From an optimization exercise on the open Yosys and OpenROAD flow, aimed at small area, a short achievable clock period and few clock cycles; shortcuts taken in it are not production practice.
Function was checked by simulation only, so behaviour that the tests miss may differ from the original.

Setup of job 7251:
Design singleCycle, start of the top module:
module singleCycle
(
	input 			clk_i ,
	input 			rst_ni,
	input  [16:0]	io_sw_i  ,
	output [31:0]	imem_addr_o,
	input  [31:0]	imem_data_i,
	output [8:0]	dmem_addr_o,
	output 			dmem_we_o,
	output [31:0]	dmem_wdata_o,
	input  [31:0]	dmem_rdata_i,
	output [31:0]	io_lcd_o ,
	output [7:0]	io_ledg_o,
	output [16:0]	io_ledr_o,
	output [6:0]  	io_hex7_o, io_hex6_o, io_hex5_o, io_hex4_o, io_hex3_o, io_hex2_o, io_hex1_o, io_hex0_o
);
logic [12:2] pc;                  
logic [31:0] e_a, e_b;
logic [11:0] e_imm;               
logic [4:0]  e_shl, e_shr;        
logic [12:2] e_alt;               
logic [4:0]  e_rd;
logic        e_wen, e_load, e_store, e_br, e_jalr;
logic        e_kill;              
logic        e_pred, e_beq, e_uns;
logic        e_sub, e_s_sum, e_s_slt, e_s_xor, e_s_or, e_s_and;
logic        e_s_sll, e_s_sr, e_s_sra, e_s_b, e_m8, e_m16;
logic [2:0]  e_f3;
logic [31:0] m_res;
logic [15:0] m_sum_lo;
logic        m_c16;
logic        m_is_sum;
logic [10:2] m_addr;
logic [4:0]  m_rd;
logic        m_wen, m_load, m_we, m_iost;
logic        m_ld_mem, m_ld_sw, m_ld_io;
logic [2:0]  m_f3;
logic [31:0] rf [1:31];
logic [31:0] r_lcd;
logic [16:0] r_ledr;
logic [7:0]  r_ledg;
logic [6:0]  r_hex0, r_hex1, r_hex2, r_hex3, r_hex4, r_hex5, r_hex6, r_hex7;
wire [31:0] ir = imem_data_i;
assign imem_addr_o = {19'd0, pc, 2'b00};
wire [4:0] op  = ir[6:2];
wire [2:0] f3  = ir[14:12];
wire       b30 = ir[30];
wire [4:0] rs1 = ir[19:15];
wire [4:0] rs2 = ir[24:20];
wire [4:0] rd  = ir[11:7];
wire op_r     = (op == 5'b01100);
wire op_i     = (op == 5'b00100);
wire op_load  = (op == 5'b00000);
wire op_store = (op == 5'b01000);
wire op_br    = (op == 5'b11000);
wire op_jalr  = (op == 5'b11001);
wire op_jal   = (op == 5'b11011);
wire op_auipc = (op == 5'b00101);
wire r_ok    = op_r & ((f3 == 3'b000) | (f3 == 3'b101) | ~b30);
wire i_ok    = op_i & ((f3 != 3'b001) | ~b30);
wire ld_ok   = op_load & ((f3 == 3'b000) | (f3 == 3'b001) | (f3 == 3'b010) | (f3 == 3'b100) | (f3 == 3'b101));
wire st_ok   = op_store & ((f3 == 3'b000) | (f3 == 3'b001) | (f3 == 3'b010));
wire br_ok   = op_br & ((f3 == 3'b000) | (f3 == 3'b100) | (f3 == 3'b110));
wire jalr_ok = op_jalr & (f3 == 3'b000);
wire alu_ok  = r_ok | i_ok;
wire writes  = (alu_ok | ld_ok | jalr_ok | op_jal | op_auipc) & (rd != 5'd0);
  ...
clock: 7.0 ns
lec_check: 0
cap_margin: 20
core_margin: 2
core_utilization: 35
cts_cluster_diameter: 80
cts_cluster_size: 22
place_density: 0.55
setup_slack_margin: 4.0
slew_margin: 20
tns_end_percent: 100
standard.sh (not shown) runs the stock make flow with config.mk's settings and CLKGATE_MAP_FILE= SYNTH_SCRIPT=/design/flow/synth_recipe.tcl, a recipe that flattens the netlist after the stock synthesis.
==> flow/flow/run.sh <==
#!/bin/bash
# The standard layout (standard.sh) with one change: the buffers that
# global placement puts on every input and output port are
# sky130_fd_sc_hd__buf_2 instead of ORFS's default pick
# (sky130_fd_sc_hd__clkdlybuf4s50_1, a slow delay cell). Synthesis is the
# standard one, unchanged. Each step's full output goes to its own log here.
set -euo pipefail
bash standard.sh synth > synth.log 2>&1
bash standard.sh "BUFFER_PORTS_ARGS=-buffer_cell sky130_fd_sc_hd__buf_2" finish > layout.log 2>&1
Testbench counts of job 7251, summed over its fixed seeds: cycles 61,333.
The inputs of job 2039 differ from those of job 7251 as listed below.
diff --git a/flow/design.v b/flow/design.v
--- a/flow/design.v
+++ b/flow/design.v
@@ -132,26 +132,26 @@
 	end else begin
 		e_wen   <= ~haz & writes;
 		e_load  <= ~haz & ld_ok;
 		e_store <= ~haz & st_ok;
 		e_br    <= ~haz & br_ok;
 		e_jalr  <= ~haz & jalr_ok;
 		e_kill  <= redirect;
 	end
 end
 always_ff @(posedge clk_i) begin
 	e_a    <= a_nxt;
 	e_b    <= b_nxt;
-	e_shl  <= op_r ? rv2[4:0] : ir[24:20];
-	e_shr  <= op_r ? rv2[4:0] : (ir[24:20] & {5{op_i}});
+	e_shl  <= b_nxt[4:0] & {5{(op_r | op_i) & (f3 == 3'b001)}};
+	e_shr  <= b_nxt[4:0] & {5{(op_r | op_i) & (f3 == 3'b101)}};
 	e_imm  <= op_store ? {ir[31:25], ir[11:7]} : ir[31:20];
 	e_alt  <= pred ? pc_4 : pc_b;
 	e_rd   <= rd;
 	e_f3   <= f3;
 	e_pred <= pred;
 	e_beq  <= ~f3[2];
 	e_uns  <= op_br ? f3[1] : f3[0];
 	e_sub    <= op_r & b30 & (f3 == 3'b000);
 	e_s_sum  <= ((op_r | op_i) & (f3 == 3'b000)) | op_auipc;
 	e_s_slt  <= (op_r | op_i) & (f3[2:1] == 2'b01);
 	e_s_xor  <= (op_r | op_i) & (f3 == 3'b100);
 	e_s_or   <= (op_r | op_i) & (f3 == 3'b110);
Relative to job 7251, the data required time of the critical path of job 2039 is lower by 0.02 ns. The synthesized area of job 7251 and that of job 2039 are within noise of each other. Summary: with job 7251 as the reference, multi-input gate count in job 2039 moved up slightly. In job 2039 the depth of the worst register-to-register path turned out 10 higher than in job 7251. Job 7251 → job 2039: maximum vdd drop grew by 16%, die area held steady, global-route met2 utilization held steady, sequential cell area held steady. NOTE global-route wire length before repair job 7251->job 2039 decreased slightly. met1 routed wirelength after detailed routing was lower in job 2039 than in job 7251.
Testbench counts of job 2039, summed over its fixed seeds: cycles 61,333.

-- afterwards: timing with drivers on the ports --
The results above use ideal ports. As a check the final layouts listed here were re-extracted and re-timed, cells and wires unchanged. Step 1: set_driving_cell puts a clkbuf_16 on clk_i and a buf_2 on each other input, an assumption about the parent block. Step 2 also shifts input and output timing later by t, the mid clock arrival at the registers, as if the neighbouring blocks saw the same clock. a / b / c = ideal ports / drivers / drivers and shift; a / b = the first two.
| run | t (ns) | slack for setup (ns) | worst setup path after step 2 | latest minus earliest clock arrival (ns) | worst data-port slew with drivers (ns) |
|---|---|---|---|---|---|
| job 7251 | 0.826 | 3.886 / 3.816 / 2.990 | input to register | 0.058 / 0.059 | 0.27 |
| job 2039 | 0.814 | 3.776 / 3.780 / 2.966 | input to register | 0.076 / 0.076 | 0.19 |
After both steps every run listed still meets setup and hold. For job 7251, which loses most, drivers alone change the setup slack by -0.070 ns; drivers and shift together by -0.896 ns.
